This is an optimization exercise on Yosys and OpenROAD, whose aim is small area and a short achievable clock period, not a production implementation. Only simulation tests tie the RTL to the original design; equivalence was not proved.

--- design.v ---
module IIR (
    input              clk,
    input              rst_n,
    input        [7:0] adc,
    output       [7:0] dac,
    output             adc_clk,
    output             dac_clk
);
reg [3:0] c;
reg       s;
always @(posedge clk or negedge rst_n)
    if (!rst_n) begin c <= 4'd0; s <= 1'b0; end
    else if (c == 4'd11) begin c <= 4'd0; s <= ~s; end
    else c <= c + 4'd1;
assign adc_clk = s;
assign dac_clk = s;
wire en = (c == 4'd11) & ~s;
reg [7:0] x1;
reg [8:0] y1, y2;
reg [7:0] x2;
always @(posedge clk or negedge rst_n)
    if (!rst_n) x2 <= 8'd0;
    else if (en) x2 <= x1;
wire [8:0] y = acc[20:12];
assign dac = y[7:0];
always @(posedge clk or negedge rst_n)
    if (!rst_n) begin x1 <= 8'd0; y1 <= 9'd0; y2 <= 9'd0; end
    else if (en) begin x1 <= adc; y1 <= y; y2 <= y1; end
wire i1;
wire i2;
wire i3;
wire i4;
wire i5;
wire i6;
wire i7;
wire i8;
wire i9;
wire i10;
wire s11;
wire c12;
wire s13;
wire c14;
wire s15;
wire c16;
wire s17;
wire c18;
wire s19;
wire c20;
wire s21;
wire c22;
wire s23;
wire c24;
wire s25;
wire c26;
wire s27;
wire c28;
wire s29;
wire c30;
wire s31;
wire c32;
wire s33;
wire c34;
wire s35;
wire c36;
wire s37;
wire c38;
wire s39;
wire c40;
wire s41;
wire c42;
wire s43;
wire c44;
wire s45;
wire c46;
wire s47;
wire c48;
wire s49;
wire c50;
wire s51;
wire c52;
wire s53;
wire c54;
wire s55;
wire c56;
wire s57;
wire c58;
wire s59;
wire c60;
wire s61;
wire c62;
wire s63;
wire c64;
wire s65;
wire c66;
wire s67;
wire c68;
wire s69;
wire c70;
wire s71;
wire c72;
wire s73;
wire c74;
wire s75;
wire c76;
wire s77;
wire c78;
wire s79;
wire c80;
wire s81;
wire c82;
wire s83;
wire c84;
wire s85;
wire c86;
wire s87;
wire c88;
wire s89;
wire c90;
wire s91;
wire c92;
wire s93;
wire c94;
wire s95;
wire c96;
wire s97;
wire c98;
wire s99;
wire c100;
wire s101;
wire c102;
wire s103;
wire c104;
wire s105;
wire c106;
wire s107;
wire c108;
wire s109;
wire c110;
wire s111;
wire c112;
wire s113;
wire c114;
wire s115;
wire c116;
wire s117;
wire c118;
wire s119;
wire c120;
wire s121;
wire c122;
wire s123;
wire c124;
wire s125;
wire c126;
wire s127;
wire c128;
wire s129;
wire c130;
wire s131;
wire c132;
wire s133;
wire c134;
wire s135;
wire c136;
wire s137;
wire c138;
wire s139;
wire c140;
wire s141;
wire c142;
wire s143;
wire c144;
wire s145;
wire c146;
wire s147;
wire c148;
wire s149;
wire c150;
wire s151;
wire c152;
wire s153;
wire c154;
wire s155;
wire c156;
wire s157;
wire c158;
wire s159;
wire c160;
wire s161;
wire c162;
wire s163;
wire c164;
wire s165;
wire c166;
wire s167;
wire c168;
wire s169;
wire c170;
wire s171;
wire c172;
wire s173;
wire c174;
wire s175;
wire c176;
wire s177;
wire c178;
wire s179;
wire c180;
wire s181;
wire c182;
wire s183;
wire c184;
wire s185;
wire c186;
wire s187;
wire c188;
wire s189;
wire c190;
wire s191;
wire c192;
wire s193;
wire c194;
wire s195;
wire c196;
wire s197;
wire c198;
wire s199;
wire c200;
wire s201;
wire c202;
wire s203;
wire c204;
wire s205;
wire c206;
wire s207;
wire c208;
wire s209;
wire c210;
wire s211;
wire c212;
wire s213;
wire c214;
wire s215;
wire c216;
wire s217;
wire c218;
wire s219;
wire c220;
wire s221;
wire c222;
wire s223;
wire c224;
wire s225;
wire c226;
wire s227;
wire c228;
wire s229;
wire c230;
wire s231;
wire c232;
wire s233;
wire c234;
wire s235;
wire c236;
wire s237;
wire c238;
wire s239;
wire c240;
wire s241;
wire c242;
wire s243;
wire c244;
wire s245;
wire c246;
wire s247;
wire c248;
wire s249;
wire c250;
wire s251;
wire c252;
wire s253;
wire c254;
wire s255;
wire c256;
wire s257;
wire c258;
wire s259;
wire c260;
wire s261;
wire c262;
wire s263;
wire c264;
wire s265;
wire c266;
wire s267;
wire c268;
wire s269;
wire c270;
wire s271;
wire c272;
wire s273;
wire c274;
wire s275;
wire c276;
wire s277;
wire c278;
wire s279;
wire c280;
wire s281;
wire c282;
wire s283;
wire c284;
wire s285;
wire c286;
wire s287;
wire c288;
wire s289;
wire c290;
wire s291;
wire c292;
wire s293;
wire c294;
wire s295;
wire c296;
wire s297;
wire c298;
wire s299;
wire c300;
wire s301;
wire c302;
wire s303;
wire c304;
wire s305;
wire c306;
wire s307;
wire c308;
wire s309;
wire c310;
wire s311;
wire c312;
wire s313;
wire c314;
wire s315;
wire c316;
wire s317;
wire c318;
wire s319;
wire c320;
wire s321;
wire c322;
wire [20:0] ra = {s321, s319, s315, s309, c288, s287, s271, c234, s233, s209, c158, c130, c104, s103, c60, c42, s41, s27, s17, s11, x1[0]};
wire [20:0] rb = {1'b0, 1'b0, 1'b0, 1'b0, s299, 1'b0, 1'b0, s253, 1'b0, 1'b0, s183, s157, s129, 1'b0, s79, s59, 1'b0, 1'b0, 1'b0, 1'b0, y2[0]};
wire [20:0] acc = ra + rb;
assign i1 = ~y1[8];
assign i2 = ~y2[8];
assign i3 = ~y2[0];
assign i4 = ~y2[1];
assign i5 = ~y2[2];
assign i6 = ~y2[3];
assign i7 = ~y2[4];
assign i8 = ~y2[5];
assign i9 = ~y2[6];
assign i10 = ~y2[7];
iir_fa us11 (.a(x1[1]), .b(y1[0]), .c(y2[1]), .s(s11), .co(c12));
iir_fa us13 (.a(x1[2]), .b(x2[0]), .c(y1[1]), .s(s13), .co(c14));
iir_fa us15 (.a(y2[2]), .b(y2[0]), .c(c12), .s(s15), .co(c16));
iir_fa us17 (.a(s13), .b(s15), .c(adc[0]), .s(s17), .co(c18));
iir_fa us19 (.a(x1[3]), .b(x1[0]), .c(x2[1]), .s(s19), .co(c20));
iir_fa us21 (.a(y1[2]), .b(y1[0]), .c(y2[3]), .s(s21), .co(c22));
iir_fa us23 (.a(y2[1]), .b(c14), .c(s19), .s(s23), .co(c24));
iir_fa us25 (.a(s21), .b(c16), .c(s23), .s(s25), .co(c26));
iir_fa us27 (.a(s25), .b(adc[1]), .c(c18), .s(s27), .co(c28));
iir_fa us29 (.a(x1[4]), .b(x1[1]), .c(x2[2]), .s(s29), .co(c30));
iir_fa us31 (.a(x2[0]), .b(y1[3]), .c(y1[1]), .s(s31), .co(c32));
iir_fa us33 (.a(y2[4]), .b(y2[2]), .c(c20), .s(s33), .co(c34));
iir_fa us35 (.a(c22), .b(s29), .c(s31), .s(s35), .co(c36));
iir_fa us37 (.a(c24), .b(s33), .c(s35), .s(s37), .co(c38));
iir_fa us39 (.a(c26), .b(s37), .c(adc[2]), .s(s39), .co(c40));
iir_fa us41 (.a(adc[0]), .b(s39), .c(c28), .s(s41), .co(c42));
iir_fa us43 (.a(1'b1), .b(x1[5]), .c(x1[2]), .s(s43), .co(c44));
iir_fa us45 (.a(x1[0]), .b(x2[3]), .c(x2[1]), .s(s45), .co(c46));
iir_fa us47 (.a(y1[4]), .b(y1[2]), .c(y2[5]), .s(s47), .co(c48));
iir_fa us49 (.a(y2[3]), .b(i3), .c(c30), .s(s49), .co(c50));
iir_fa us51 (.a(c32), .b(s43), .c(s45), .s(s51), .co(c52));
iir_fa us53 (.a(s47), .b(c34), .c(c36), .s(s53), .co(c54));
iir_fa us55 (.a(s49), .b(s51), .c(c38), .s(s55), .co(c56));
iir_fa us57 (.a(s53), .b(s55), .c(adc[3]), .s(s57), .co(c58));
iir_fa us59 (.a(adc[1]), .b(c40), .c(s57), .s(s59), .co(c60));
iir_fa us61 (.a(x1[6]), .b(x1[3]), .c(x1[1]), .s(s61), .co(c62));
iir_fa us63 (.a(x2[4]), .b(x2[2]), .c(y1[5]), .s(s63), .co(c64));
iir_fa us65 (.a(y1[3]), .b(y1[0]), .c(y2[6]), .s(s65), .co(c66));
iir_fa us67 (.a(y2[4]), .b(i4), .c(c44), .s(s67), .co(c68));
iir_fa us69 (.a(c46), .b(c48), .c(s61), .s(s69), .co(c70));
iir_fa us71 (.a(s63), .b(s65), .c(c50), .s(s71), .co(c72));
iir_fa us73 (.a(c52), .b(s67), .c(s69), .s(s73), .co(c74));
iir_fa us75 (.a(s71), .b(c54), .c(s73), .s(s75), .co(c76));
iir_fa us77 (.a(c56), .b(s75), .c(adc[4]), .s(s77), .co(c78));
iir_fa us79 (.a(adc[2]), .b(c58), .c(s77), .s(s79), .co(c80));
iir_fa us81 (.a(1'b1), .b(x1[7]), .c(x1[4]), .s(s81), .co(c82));
iir_fa us83 (.a(x1[2]), .b(x2[5]), .c(x2[3]), .s(s83), .co(c84));
iir_fa us85 (.a(y1[6]), .b(y1[4]), .c(y1[1]), .s(s85), .co(c86));
iir_fa us87 (.a(y2[7]), .b(y2[5]), .c(i5), .s(s87), .co(c88));
iir_fa us89 (.a(i3), .b(c62), .c(c64), .s(s89), .co(c90));
iir_fa us91 (.a(c66), .b(s81), .c(s83), .s(s91), .co(c92));
iir_fa us93 (.a(s85), .b(s87), .c(c68), .s(s93), .co(c94));
iir_fa us95 (.a(c70), .b(s89), .c(s91), .s(s95), .co(c96));
iir_fa us97 (.a(c72), .b(s93), .c(c74), .s(s97), .co(c98));
iir_fa us99 (.a(s95), .b(c76), .c(s97), .s(s99), .co(c100));
iir_fa us101 (.a(s99), .b(adc[5]), .c(adc[3]), .s(s101), .co(c102));
iir_fa us103 (.a(c78), .b(s101), .c(c80), .s(s103), .co(c104));
iir_fa us105 (.a(1'b1), .b(x1[5]), .c(x1[3]), .s(s105), .co(c106));
iir_fa us107 (.a(x2[6]), .b(x2[4]), .c(x2[0]), .s(s107), .co(c108));
iir_fa us109 (.a(y1[7]), .b(y1[5]), .c(y1[2]), .s(s109), .co(c110));
iir_fa us111 (.a(y2[6]), .b(i2), .c(i6), .s(s111), .co(c112));
iir_fa us113 (.a(i4), .b(c82), .c(c84), .s(s113), .co(c114));
iir_fa us115 (.a(c86), .b(s105), .c(s107), .s(s115), .co(c116));
iir_fa us117 (.a(s109), .b(c88), .c(s111), .s(s117), .co(c118));
iir_fa us119 (.a(c90), .b(c92), .c(s113), .s(s119), .co(c120));
iir_fa us121 (.a(s115), .b(s117), .c(c94), .s(s121), .co(c122));
iir_fa us123 (.a(c96), .b(s119), .c(s121), .s(s123), .co(c124));
iir_fa us125 (.a(c98), .b(s123), .c(c100), .s(s125), .co(c126));
iir_fa us127 (.a(s125), .b(adc[6]), .c(adc[4]), .s(s127), .co(c128));
iir_fa us129 (.a(adc[0]), .b(c102), .c(s127), .s(s129), .co(c130));
iir_fa us131 (.a(x1[6]), .b(x1[4]), .c(x1[0]), .s(s131), .co(c132));
iir_fa us133 (.a(x2[7]), .b(x2[5]), .c(x2[1]), .s(s133), .co(c134));
iir_fa us135 (.a(y1[6]), .b(y1[3]), .c(y1[0]), .s(s135), .co(c136));
iir_fa us137 (.a(y2[7]), .b(y2[0]), .c(i1), .s(s137), .co(c138));
iir_fa us139 (.a(i7), .b(i5), .c(c106), .s(s139), .co(c140));
iir_fa us141 (.a(c108), .b(c110), .c(s131), .s(s141), .co(c142));
iir_fa us143 (.a(s133), .b(s135), .c(c112), .s(s143), .co(c144));
iir_fa us145 (.a(s137), .b(c114), .c(c116), .s(s145), .co(c146));
iir_fa us147 (.a(s139), .b(s141), .c(c118), .s(s147), .co(c148));
iir_fa us149 (.a(s143), .b(c120), .c(s145), .s(s149), .co(c150));
iir_fa us151 (.a(s147), .b(c122), .c(s149), .s(s151), .co(c152));
iir_fa us153 (.a(c124), .b(s151), .c(c126), .s(s153), .co(c154));
iir_fa us155 (.a(s153), .b(adc[7]), .c(adc[5]), .s(s155), .co(c156));
iir_fa us157 (.a(adc[1]), .b(c128), .c(s155), .s(s157), .co(c158));
iir_fa us159 (.a(x1[7]), .b(x1[5]), .c(x1[1]), .s(s159), .co(c160));
iir_fa us161 (.a(x2[6]), .b(x2[2]), .c(y1[7]), .s(s161), .co(c162));
iir_fa us163 (.a(y1[4]), .b(y1[1]), .c(y2[1]), .s(s163), .co(c164));
iir_fa us165 (.a(i2), .b(i8), .c(i6), .s(s165), .co(c166));
iir_fa us167 (.a(c132), .b(c134), .c(c136), .s(s167), .co(c168));
iir_fa us169 (.a(s159), .b(s161), .c(s163), .s(s169), .co(c170));
iir_fa us171 (.a(c138), .b(s165), .c(c140), .s(s171), .co(c172));
iir_fa us173 (.a(c142), .b(s167), .c(c144), .s(s173), .co(c174));
iir_fa us175 (.a(s169), .b(s171), .c(c146), .s(s175), .co(c176));
iir_fa us177 (.a(c148), .b(s173), .c(c150), .s(s177), .co(c178));
iir_fa us179 (.a(s175), .b(c152), .c(s177), .s(s179), .co(c180));
iir_fa us181 (.a(s179), .b(c154), .c(adc[6]), .s(s181), .co(c182));
iir_fa us183 (.a(adc[2]), .b(c156), .c(s181), .s(s183), .co(c184));
iir_fa us185 (.a(1'b1), .b(x1[6]), .c(x1[2]), .s(s185), .co(c186));
iir_fa us187 (.a(x2[7]), .b(x2[3]), .c(y1[5]), .s(s187), .co(c188));
iir_fa us189 (.a(y1[2]), .b(y2[2]), .c(i1), .s(s189), .co(c190));
iir_fa us191 (.a(i9), .b(i7), .c(i3), .s(s191), .co(c192));
iir_fa us193 (.a(c160), .b(c162), .c(c164), .s(s193), .co(c194));
iir_fa us195 (.a(s185), .b(s187), .c(c166), .s(s195), .co(c196));
iir_fa us197 (.a(s189), .b(s191), .c(c168), .s(s197), .co(c198));
iir_fa us199 (.a(c170), .b(s193), .c(s195), .s(s199), .co(c200));
iir_fa us201 (.a(c172), .b(s197), .c(c174), .s(s201), .co(c202));
iir_fa us203 (.a(s199), .b(c176), .c(s201), .s(s203), .co(c204));
iir_fa us205 (.a(c178), .b(s203), .c(c180), .s(s205), .co(c206));
iir_fa us207 (.a(s205), .b(adc[7]), .c(adc[3]), .s(s207), .co(c208));
iir_fa us209 (.a(c182), .b(s207), .c(c184), .s(s209), .co(c210));
iir_fa us211 (.a(1'b1), .b(x1[7]), .c(x1[3]), .s(s211), .co(c212));
iir_fa us213 (.a(x2[4]), .b(y1[6]), .c(y1[3]), .s(s213), .co(c214));
iir_fa us215 (.a(y1[0]), .b(y2[3]), .c(i10), .s(s215), .co(c216));
iir_fa us217 (.a(i8), .b(i4), .c(c186), .s(s217), .co(c218));
iir_fa us219 (.a(c188), .b(s211), .c(s213), .s(s219), .co(c220));
iir_fa us221 (.a(c190), .b(c192), .c(s215), .s(s221), .co(c222));
iir_fa us223 (.a(c194), .b(s217), .c(c196), .s(s223), .co(c224));
iir_fa us225 (.a(s219), .b(s221), .c(c198), .s(s225), .co(c226));
iir_fa us227 (.a(s223), .b(c200), .c(s225), .s(s227), .co(c228));
iir_fa us229 (.a(c202), .b(s227), .c(c204), .s(s229), .co(c230));
iir_fa us231 (.a(s229), .b(c206), .c(adc[4]), .s(s231), .co(c232));
iir_fa us233 (.a(c208), .b(s231), .c(c210), .s(s233), .co(c234));
iir_fa us235 (.a(x1[4]), .b(x2[5]), .c(y1[7]), .s(s235), .co(c236));
iir_fa us237 (.a(y1[4]), .b(y1[1]), .c(y2[8]), .s(s237), .co(c238));
iir_fa us239 (.a(y2[4]), .b(i9), .c(i5), .s(s239), .co(c240));
iir_fa us241 (.a(c212), .b(c214), .c(s235), .s(s241), .co(c242));
iir_fa us243 (.a(s237), .b(c216), .c(s239), .s(s243), .co(c244));
iir_fa us245 (.a(c218), .b(c220), .c(s241), .s(s245), .co(c246));
iir_fa us247 (.a(c222), .b(s243), .c(c224), .s(s247), .co(c248));
iir_fa us249 (.a(s245), .b(c226), .c(s247), .s(s249), .co(c250));
iir_fa us251 (.a(c228), .b(s249), .c(c230), .s(s251), .co(c252));
iir_fa us253 (.a(s251), .b(adc[5]), .c(c232), .s(s253), .co(c254));
iir_fa us255 (.a(x1[5]), .b(x2[6]), .c(y1[5]), .s(s255), .co(c256));
iir_fa us257 (.a(y1[2]), .b(y2[5]), .c(i1), .s(s257), .co(c258));
iir_fa us259 (.a(i10), .b(i6), .c(c236), .s(s259), .co(c260));
iir_fa us261 (.a(c238), .b(s255), .c(c240), .s(s261), .co(c262));
iir_fa us263 (.a(s257), .b(c242), .c(s259), .s(s263), .co(c264));
iir_fa us265 (.a(c244), .b(s261), .c(c246), .s(s265), .co(c266));
iir_fa us267 (.a(s263), .b(c248), .c(s265), .s(s267), .co(c268));
iir_fa us269 (.a(c250), .b(s267), .c(c252), .s(s269), .co(c270));
iir_fa us271 (.a(adc[6]), .b(s269), .c(c254), .s(s271), .co(c272));
iir_fa us273 (.a(x1[6]), .b(x2[7]), .c(y1[6]), .s(s273), .co(c274));
iir_fa us275 (.a(y1[3]), .b(y2[8]), .c(y2[6]), .s(s275), .co(c276));
iir_fa us277 (.a(i7), .b(c256), .c(s273), .s(s277), .co(c278));
iir_fa us279 (.a(s275), .b(c258), .c(c260), .s(s279), .co(c280));
iir_fa us281 (.a(c262), .b(s277), .c(s279), .s(s281), .co(c282));
iir_fa us283 (.a(c264), .b(c266), .c(s281), .s(s283), .co(c284));
iir_fa us285 (.a(c268), .b(s283), .c(adc[7]), .s(s285), .co(c286));
iir_fa us287 (.a(c270), .b(s285), .c(c272), .s(s287), .co(c288));
iir_fa us289 (.a(1'b1), .b(x1[7]), .c(y1[7]), .s(s289), .co(c290));
iir_fa us291 (.a(y1[4]), .b(y2[7]), .c(i8), .s(s291), .co(c292));
iir_fa us293 (.a(c274), .b(c276), .c(s289), .s(s293), .co(c294));
iir_fa us295 (.a(s291), .b(c278), .c(s293), .s(s295), .co(c296));
iir_fa us297 (.a(c280), .b(s295), .c(c282), .s(s297), .co(c298));
iir_fa us299 (.a(c284), .b(s297), .c(c286), .s(s299), .co(c300));
iir_fa us301 (.a(1'b1), .b(y1[5]), .c(i1), .s(s301), .co(c302));
iir_fa us303 (.a(i2), .b(i9), .c(c290), .s(s303), .co(c304));
iir_fa us305 (.a(c292), .b(s301), .c(c294), .s(s305), .co(c306));
iir_fa us307 (.a(s303), .b(c296), .c(s305), .s(s307), .co(c308));
iir_fa us309 (.a(s307), .b(c298), .c(c300), .s(s309), .co(c310));
iir_fa us311 (.a(y1[6]), .b(i10), .c(c302), .s(s311), .co(c312));
iir_fa us313 (.a(c304), .b(s311), .c(c306), .s(s313), .co(c314));
iir_fa us315 (.a(c308), .b(s313), .c(c310), .s(s315), .co(c316));
iir_fa us317 (.a(y1[7]), .b(y2[8]), .c(c312), .s(s317), .co(c318));
iir_fa us319 (.a(s317), .b(c314), .c(c316), .s(s319), .co(c320));
iir_fa us321 (.a(i1), .b(c318), .c(c320), .s(s321), .co(c322));
endmodule
module iir_fa (input a, input b, input c, output s, output co);
assign s = a ^ b ^ c;
assign co = (a & b) | (a & c) | (b & c);
endmodule
--- run.sh ---
#!/bin/bash
# synth_recipe.tcl (not shown) runs the flow's synth.tcl, then flattens the netlist and writes it again
# the make line also repeats each setting of config.mk as NAME=value (left out here)
make -C /OpenROAD-flow-scripts/flow DESIGN_CONFIG=/design/flow/config.mk WORK_HOME=/design/flow/orfs CLKGATE_MAP_FILE= SYNTH_SCRIPT=/design/flow/synth_recipe.tcl finish
--- config.mk ---
export PLATFORM = sky130hd
export DESIGN_NAME = IIR
export DESIGN_NICKNAME = IIR
export VERILOG_FILES = /design/flow/design.v
export SDC_FILE = /design/flow/constraint.sdc
export NUM_CORES = 4
export LEC_CHECK = 0
export CAP_MARGIN = 20
export CORE_MARGIN = 2
export CORE_UTILIZATION = 40
export SLEW_MARGIN = 20
export SYNTH_HIERARCHICAL = 1
export SYNTH_MINIMUM_KEEP_SIZE = 0
--- constraint.sdc ---
create_clock -name core_clock -period 17.0 [get_ports {clk}]
set_input_delay 3.4000 -clock core_clock [delete_from_list [all_inputs] [get_ports {clk}]]
set_output_delay 3.4000 -clock core_clock [all_outputs]
set_load 0.01 [all_outputs]
==> flow_summary_export.csv <==
group,metric,value,unit
run_status,outcome,"timing/DRC/antenna clean",
drt,routed-wl-met3,657,um
drt,wl_met2,6070,um
yosys,yosys_warnings,7,
sta,tightest_slew,0.976,ns
yosys,yosysTopAreaCell,"fa_1",
placement,gp_congestion,0.914,
drt,antenna_left,0,
sta,clock_skew,0.00685,ns
yosys,yosys-top-cells-area,"fa_1 61%, dfrtp_1 19%, nand2_1 4.8%",
clock_network,cts_buffer_depth,2,
sta,fin_crit_sh,0.654,
placement,port_buffers,19,
die,die_area,13700,um^2
yosys,yosys.cell_types.count,38,
setup_path,worst_setup_path_start_kind,"register",
yosys,ys_async_sr_fraction,1.00,
global_routing,grt_start_max_net_pins,46,
die,placementRows,41,
sta,tns,0,ns
yosys,seq_area_frac_synth,0.190,
sta,clock.fmax,0.0899,GHz
setup_path,cp_num_buf_inv,1,
setup_path,crit_path_max_fanout,7,
layout,num-nets-final,561,
die,die_x,117,um
setup_path,rr_endpoint,"y1[5]$_DFFE_PN0P_",
setup_path,r2r_start,"x1[2]$_DFFE_PN0P_",
clock_network,cts_buffers,5,
clock_network,cts_tree,"built",
drt,top_layer_used,"met4",
die,core_area,12600,um^2
drt,drt_iter0_markers,199,
die,fp.dieH,117,um
clock_network,clkTransAtPathRegs,0.06,ns
yosys,yosys-top-cells-count,"156 x fa_1, 66 x nand2_1, 39 x dfrtp_1",
yosys,yosysMostFrequentCell,"fa_1",
layout,antenna_cells,0,
worst_hold_path,hold_depth,1,
clock_network,clkSinkCount,39,
global_routing,globalRouteOverflowTotal,0,
die,ios,20,
setup_path,critPathCaptureType,"primary output",
setup_path,critPathTopFamily,"adder cells",
yosys,synth-seq-cells,39,
setup_path,cpPeakStageDelay,0.64,ns
layout,fillerInstances,1150,
sta,fin_crit,11.13,ns
layout,area_growth,9.82,%
drt,via_per_inst,5.12,
setup_path,critPathArrivalTime,7.73,ns
drt,m1WireLength,5040,um
yosys,synth_top_area_share,0.610,
global_routing,grt_use_total,0.202,
die,start_util,0.408,
placement,dp_hpwl,9810,um
drt,drc,0,
clock_network,clkLatencyLatePin,0.29,ns
clock_network,root_buffer,"clkbuf_16",
setup_path,reg2reg_slack,9.89,ns
yosys,synth_flop_cell,"dfrtp_1",
sta,finalHoldViolations,0,
setup_path,worst-setup-path-type,"reg -> out",
clock_network,cts_hold_buf,0,
clock_network,cts_max_level,2,
sta,rsz0062_at_grt,"false",
setup_path,cp.required,13.60,ns
yosys,netlist_instances,370,
setup_path,worstPathCellList,"fa_1 > fa_1 > fa_1 > fa_1 > fa_1 > fa_1 > fa_1 > fa_1 > fa_1 > fa_1 > fa_1 > ha_1 > and3_4 > and3_4 > a221oi_4 > nor3_1 > or2_2 > clkdlybuf4s50_1",
clock_network,post-cts-setup-buffers,0,
clock_network,cts_resized,0,
global_routing,grt_pass1_vias,3361,
setup_path,path_common_cell,"fa_1",
yosys,synth_edf_count,0,
sta,slew_headroom,0.349,
sta,slew_viol_final,0,
drt,vias,2868,
worst_hold_path,min_from,"c[0]$_DFF_PN0_",
drt,drt_wl_total,12100,um
yosys,syn_avg_cell_area,13.8,um^2
global_routing,grt_pass1_wl,19300,um
worst_hold_path,holdPathEnd,"c[0]$_DFF_PN0_",
setup_path,crit_slowest_cell,"dfrtp_1",
sta,setup_viol,0,
job,max-cap-violations,0,
global_routing,antenna_found_initial,0,
drt,dr.pass1.iters,4,
sta,hold_ws,0.457,ns
layout,fin_util,0.448,
yosys,netlist_area,5120,um^2
drt,wl_per_cell,21.6,um
layout,drive_gt1_frac,0.0696,
setup_path,ff2ff_path_depth,17,
worst_hold_path,hold_path.class,"reg -> reg",
==> layout by cell type (no fill, tap or decap), types with 2 or more instances in the layout <==
cell	synthesis	layout
a21oi_1	4	4
a31oi_1	3	3
and3_1	2	2
and3_4	2	2
clkbuf_16	0	5
clkdlybuf4s50_1	0	18
conb_1	1	7
dfrtp_1	39	39
fa_1	156	156
ha_1	8	8
inv_1	14	14
mux2_2	6	6
nand2_1	66	66
nand2b_1	2	2
nand4_1	4	4
nor2_1	6	6
o21ai_0	13	13
or3_1	5	5
xnor2_1	4	4
xor2_1	3	3
==> per-stage QoR <==
step / cells / area, um^2 / setup slack, ns
finish: 560 / 5630 / 5.87
detailed placement: 552 / 5460 / 5.94
CTS: 560 / 5630 / 5.78
floorplan: 376 / 5150 / 6.94
global placement: 552 / 5460 / 5.96
global route: 560 / 5630 / 5.56
==> Yosys stat by module (local to each module, per instance) <==
module	flip-flops and latches	area, um^2	cells
IIR	39	2000	214
iir_fa	0	20.0	1
==> cell type report <==
| class | instances | area (um^2) | area share |
|---|---|---|---|
| well taps | 172 | 215 | 0.0382 |
| inverters | 14 | 52.6 | 0.00934 |
| flip-flops and latches | 39 | 976 | 0.173 |
| repair buffers | 20 | 193 | 0.0342 |
| multi-input cells | 307 | 4020 | 0.715 |
| clock inverters | 3 | 43.8 | 0.00778 |
| clock buffers | 5 | 125 | 0.0222 |
==> registers in the layout, summed over array words and instances (netlist names) <==
signal / cells
x2: 8
c: 4
s: 1
x1: 8
y2: 9
y1: 9
==> worst max-delay path by stage <==
stage,end,cells past startpoint,slack [ns],from
floorplan,dac[7],18,6.94,y1[4]$_DFFE_PN0P_
global placement,dac[7],12,5.96,adc[6]
detailed placement,dac[7],12,5.94,adc[6]
CTS,dac[7],18,5.78,x1[2]$_DFFE_PN0P_
global route,dac[7],18,5.56,x1[2]$_DFFE_PN0P_
finish,dac[7],18,5.87,x1[2]$_DFFE_PN0P_
==> per-layer routing <==
layer,vias to the layer above,global-route usage
li1,1193,-
met1,1576,0.267
met2,75,0.339
met3,24,0.0427
met4,0,0.0612
met5,-,0
==> logic make-up after synthesis <==
kind of cell / synth area share
compound gates: 0.0396
xor+xnor: 0.0120
fa+ha+maj: 0.629
buf+inv: 0.0303
flops: 0.190
mux: 0.0161
other cells: 0.000732
simple gates: 0.0818

afterwards: timing with drivers on the ports:
Ports are ideal in the flow. The routed layout listed here was re-timed in OpenROAD.
Step 1 assumes that a clkbuf_16 drives the clock port and a buf_2 every other input.
Step 2 adds t to the input delays and takes it off the output delays; t is the mean of the earliest and latest rising clock arrival at the registers after step 1. Input paths then give back, and output paths get back, about the clock's delay inside the block.
Three values: no drivers, after step 1, after step 2; two values: the first two.
t, ns: 0.327
slack for setup (ns): 5.875 / 5.838 / 5.909
worst data-port slew with drivers (ns): 0.03
After both steps setup and hold are still met in this run. The setup slack of this run moves by -0.037 ns with the drivers and by +0.034 ns with both steps.
